What follows belongs to an exercise in optimizing a design on an open flow for small area, a short achievable clock period and few clock cycles per item; a production flow would make more cautious choices.
At most, simulation tests tie the RTL to the original design; equivalence was not proved.
Power figures rest on the tool's default switching activity, not on a simulated workload.

Design lc4_processor, start of the top module:
module lc4_processor
   (input  wire        clk,
    input  wire        rst,
    input  wire        gwe,
    output wire [15:0] o_cur_pc,
    input  wire [15:0] i_cur_insn,
    output wire [15:0] o_dmem_addr,
    input  wire [15:0] i_cur_dmem_data,
    output wire        o_dmem_we,
    output wire [15:0] o_dmem_towrite,
    output wire [1:0]  test_stall,
    output wire [15:0] test_cur_pc,
    output wire [15:0] test_cur_insn,
    output wire        test_regfile_we,
    output wire [2:0]  test_regfile_wsel,
    output wire [15:0] test_regfile_data,
    output wire        test_nzp_we,
    output wire [2:0]  test_nzp_new_bits,
    output wire        test_dmem_we,
    output wire [15:0] test_dmem_addr,
    output wire [15:0] test_dmem_data,
    input  wire [7:0]  switch_data,
    output wire [7:0]  led_data);
   assign led_data = switch_data;
   reg [15:0]  pc;       
   reg [15:0]  ir;
   reg         valid;    
   reg [4:0]   dcnt;     
   reg [15:0]  remr;     
   reg [14:0]  qr;       
   reg [2:0]   nzp;
   reg [127:0] rf;       
   wire [3:0] op = ir[15:12];
   wire is_br    = op == 4'h0;
   wire is_arith = op == 4'h1;
   wire is_cmp   = op == 4'h2;
   wire is_jsr   = op == 4'h4;
   wire is_logic = op == 4'h5;
   wire is_ldr   = op == 4'h6;
   wire is_str   = op == 4'h7;
   wire is_rti   = op == 4'h8;
   wire is_const = op == 4'h9;
   wire is_shift = op == 4'ha;
   wire is_jmp   = op == 4'hc;
   wire is_hic   = op == 4'hd;
   wire is_trap  = op == 4'hf;
   wire is_mul  = is_arith & ir[5:3] == 3'b001;
   wire is_div  = is_arith & ir[5:3] == 3'b011;
   wire is_mod  = is_shift & ir[5:4] == 2'b11;
   wire is_long = is_div | is_mod;
   wire rf_we_d  = is_arith | is_jsr | is_logic | is_ldr | is_const |
                   is_shift | is_hic | is_trap;
   wire nzp_we_d = rf_we_d | is_cmp;
   wire link     = is_jsr | is_trap;
   wire [2:0] wsel = link ? 3'd7 : ir[11:9];
   wire [2:0] ra = (is_cmp | is_hic) ? ir[11:9] :
                   is_rti ? 3'd7 : ir[8:6];
   wire [2:0] rb = is_str ? ir[11:9] : ir[2:0];
   wire [15:0] a, b;
   wire [7:0] oha, ohb;
   lc4_dec8 dca(.sel(ra), .oh(oha));
   lc4_dec8 dcb(.sel(rb), .oh(ohb));
   lc4_rd8 rda(.rf(rf), .oh(oha), .d(a));
   lc4_rd8 rdb(.rf(rf), .oh(ohb), .d(b));
   wire shr = is_shift & (ir[5] ^ ir[4]);        
   wire [15:0] a_rev, m_rev;
   wire [15:0] onehot = 16'd1 << ir[3:0];
   wire [15:0] ma = shr ? a_rev : a;
  ...
Size: about 200 flip-flops, roughly 190 I/O pins, roughly 17,000 um^2 of cells after synthesis.
==> flow/config.mk <==
export PLATFORM = sky130hd
export DESIGN_NAME = lc4_processor
export DESIGN_NICKNAME = lc4_processor
export VERILOG_FILES = /design/flow/design.v
export SDC_FILE = /design/flow/constraint.sdc
export NUM_CORES = 4
export LEC_CHECK = 0
export CAP_MARGIN = 20
export CORE_MARGIN = 2
export CORE_UTILIZATION = 30
export SLEW_MARGIN = 20
export SYNTH_HIERARCHICAL = 1
==> flow/constraint.sdc <==
create_clock -name core_clock -period 70.0 [get_ports {clk}]
set_input_delay 14.0000 -clock core_clock [delete_from_list [all_inputs] [get_ports {clk}]]
set_output_delay 14.0000 -clock core_clock [all_outputs]
set_load 0.01 [all_outputs]
standard.sh (not shown) runs the stock make flow with config.mk's settings and CLKGATE_MAP_FILE= SYNTH_SCRIPT=/design/flow/synth_recipe.tcl, a recipe that flattens the netlist after the stock synthesis.
==> flow/flow/run.sh <==
#!/bin/bash
# The standard layout, except that the ports are buffered with buf_1
# cells instead of the delay buffers buffer_ports picks by default, and the
# pin placer keeps the load data pins next to the outputs that pass it on
# (test_regfile_data, test_dmem_data, test_nzp_new_bits). Each make run's
# full output goes to a log file of its own here.
set -euo pipefail
bash standard.sh synth > flow_synth.log 2>&1
bash standard.sh "BUFFER_PORTS_ARGS=-buffer_cell sky130_fd_sc_hd__buf_1" \
  "PLACE_PINS_ARGS=-group_pins {i_cur_dmem_data[0] test_regfile_data[0] test_dmem_data[0] i_cur_dmem_data[1] test_regfile_data[1] test_dmem_data[1] i_cur_dmem_data[2] test_regfile_data[2] test_dmem_data[2] i_cur_dmem_data[3] test_regfile_data[3] test_dmem_data[3] i_cur_dmem_data[4] test_regfile_data[4] test_dmem_data[4] i_cur_dmem_data[5] test_regfile_data[5] test_dmem_data[5] i_cur_dmem_data[6] test_regfile_data[6] test_dmem_data[6] i_cur_dmem_data[7] test_regfile_data[7] test_dmem_data[7] test_nzp_new_bits[0] test_nzp_new_bits[1] test_nzp_new_bits[2] i_cur_dmem_data[8] test_regfile_data[8] test_dmem_data[8] i_cur_dmem_data[9] test_regfile_data[9] test_dmem_data[9] i_cur_dmem_data[10] test_regfile_data[10] test_dmem_data[10] i_cur_dmem_data[11] test_regfile_data[11] test_dmem_data[11] i_cur_dmem_data[12] test_regfile_data[12] test_dmem_data[12] i_cur_dmem_data[13] test_regfile_data[13] test_dmem_data[13] i_cur_dmem_data[14] test_regfile_data[14] test_dmem_data[14] i_cur_dmem_data[15] test_regfile_data[15] test_dmem_data[15]}" finish > flow_finish.log 2>&1
The starting point went through all stages and came out clean.
==> next run, changes <==
--- a/flow/design.v
+++ b/flow/design.v
@@ -84,39 +84,14 @@
    assign s = ap ^ cy[15:0];
    wire lt = cmpu ? ~cy[16] : ((a15 ^ b15) ? a15 : s[15]);
    assign addres = is_cmp ? {lt, s[14:1], s[0] | s[15]} : s;
    assign logres = ({16{lsel[0]}} & ag) | ({16{lsel[1]}} & (ap | ag)) | ({16{lsel[2]}} & ap);
 endmodule
 `timescale 1ns / 1ps
 `default_nettype none
-module lc4_div_steps #(parameter R = 4)
-   (input  wire [15:0]  rem_in,
-    input  wire [R-1:0] din,
-    input  wire [15:0]  divisor,
-    output wire [15:0]  rem_out,
-    output wire [R-1:0] q);
-   wire [15:0] r [0:R];
-   assign r[0] = rem_in;
-   genvar i, j;
-   generate
-      for (i = 0; i < R; i = i + 1) begin : g_st
-         wire [16:0] x = {r[i], din[R-1-i]};
-         wire [16:0] bw;                         
-         assign bw[0] = 1'b0;
-         for (j = 0; j < 16; j = j + 1) begin : g_b
-            assign bw[j+1] = (~x[j] & divisor[j]) | (~x[j] & bw[j]) | (divisor[j] & bw[j]);
-         end
-         wire [15:0] d = x[15:0] ^ divisor ^ bw[15:0];
-         wire ok = x[16] | ~bw[16];
-         assign q[R-1-i] = ok;
-         assign r[i+1] = ok ? d : x[15:0];
-      end
-   endgenerate
-   assign rem_out = r[R];
-endmodule
 module lc4_lt16(input  wire [15:0] x,
                 input  wire [15:0] y,
                 output wire        lt);
    wire [16:0] c;
    assign c[0] = 1'b0;
    genvar j;
    generate
@@ -440,14 +415,16 @@
    wire [2:0] rb = is_str ? ir[11:9] : ir[2:0];
    wire [15:0] a, b;
    wire [7:0] oha, ohb;
    lc4_dec8 dca(.sel(ra), .oh(oha));
    lc4_dec8 dcb(.sel(rb), .oh(ohb));
    lc4_rd8 rda(.rf(rf), .oh(oha), .d(a));
    lc4_rd8 rdb(.rf(rf), .oh(ohb), .d(b));
+   wire [15:0] opa, opb, s, addres, logres;
+   wire        neg, cin;
    wire shr = is_shift & (ir[5] ^ ir[4]);        
    wire [15:0] a_rev, m_rev;
    wire [15:0] onehot = 16'd1 << ir[3:0];
    wire [15:0] ma = shr ? a_rev : a;
    wire [15:0] mb = is_shift ? onehot : b;
    wire [15:0] mra, mrb;
    lc4_mul16 mu(.an(~ma), .bn(~mb), .ra(mra), .rb(mrb));
@@ -463,16 +440,14 @@
    wire c0    = dcnt == 5'd0;
    wire dlast = dcnt[4];                  
    wire [3:0] bidx = 4'd0 - dcnt[3:0];    
    wire din   = a[bidx];
    wire [15:0] rem_in = (dcnt[4:1] == 4'd0) ? 16'd0 : remr;    
    wire [15:0] x0 = {rem_in[14:0], din};
    wire dstep = is_long & ~c0;            
-   wire [15:0] opa, opb, s, addres, logres;
-   wire        neg, cin;
    wire use_pc = is_br | is_jmp;
    wire use_mul = is_mul | (is_shift & ~(ir[5] & ir[4]));        
    wire is_not = is_logic & ~ir[5] & ir[4:3] == 2'b01;
    wire [7:0] osel;
    assign osel[0] = (is_arith & ~ir[5] & ~is_mul) | (is_cmp & ~ir[8]) | (is_logic & ~ir[5] & ~is_not) |
                     is_mod;
    assign osel[1] = (is_arith | is_logic) & ir[5];                
Result:
- worst setup slack is unchanged
- first-iteration DRC count is unchanged
- final cell count stays the same
- routed wire length is unchanged
- power stays the same
- sequential power stays flat
- via count is unchanged
Testbench counts after the change, summed over its fixed seeds: cycles 164,976, insns 160,000.
The RTL of the first run of this note was laid out without a check of its function.

-- afterwards: timing with drivers on the ports --
How much do the figures lean on ideal ports? The routed layouts below were timed once more, with nothing changed but the port constraints.
Step 1 assumes that a clkbuf_16 drives the clock port and a buf_2 every other input.
Step 2 moves the port delays by t, midway between the first and last clock arrival at a register: inputs arrive t later, outputs are due t later. That takes back most of the time a late clock gives input paths.
a / b / c = ideal / step 1 / step 2; a / b = the first two.
| run | t, ns | setup WS [ns] | worst setup path after step 2 |
|---|---|---|---|
| the first run | 0.533 | 40.945 / 40.925 / 40.925 | input to output |
| the second run | 0.533 | 40.945 / 40.925 / 40.925 | input to output |
After both steps every run listed still meets setup and hold.
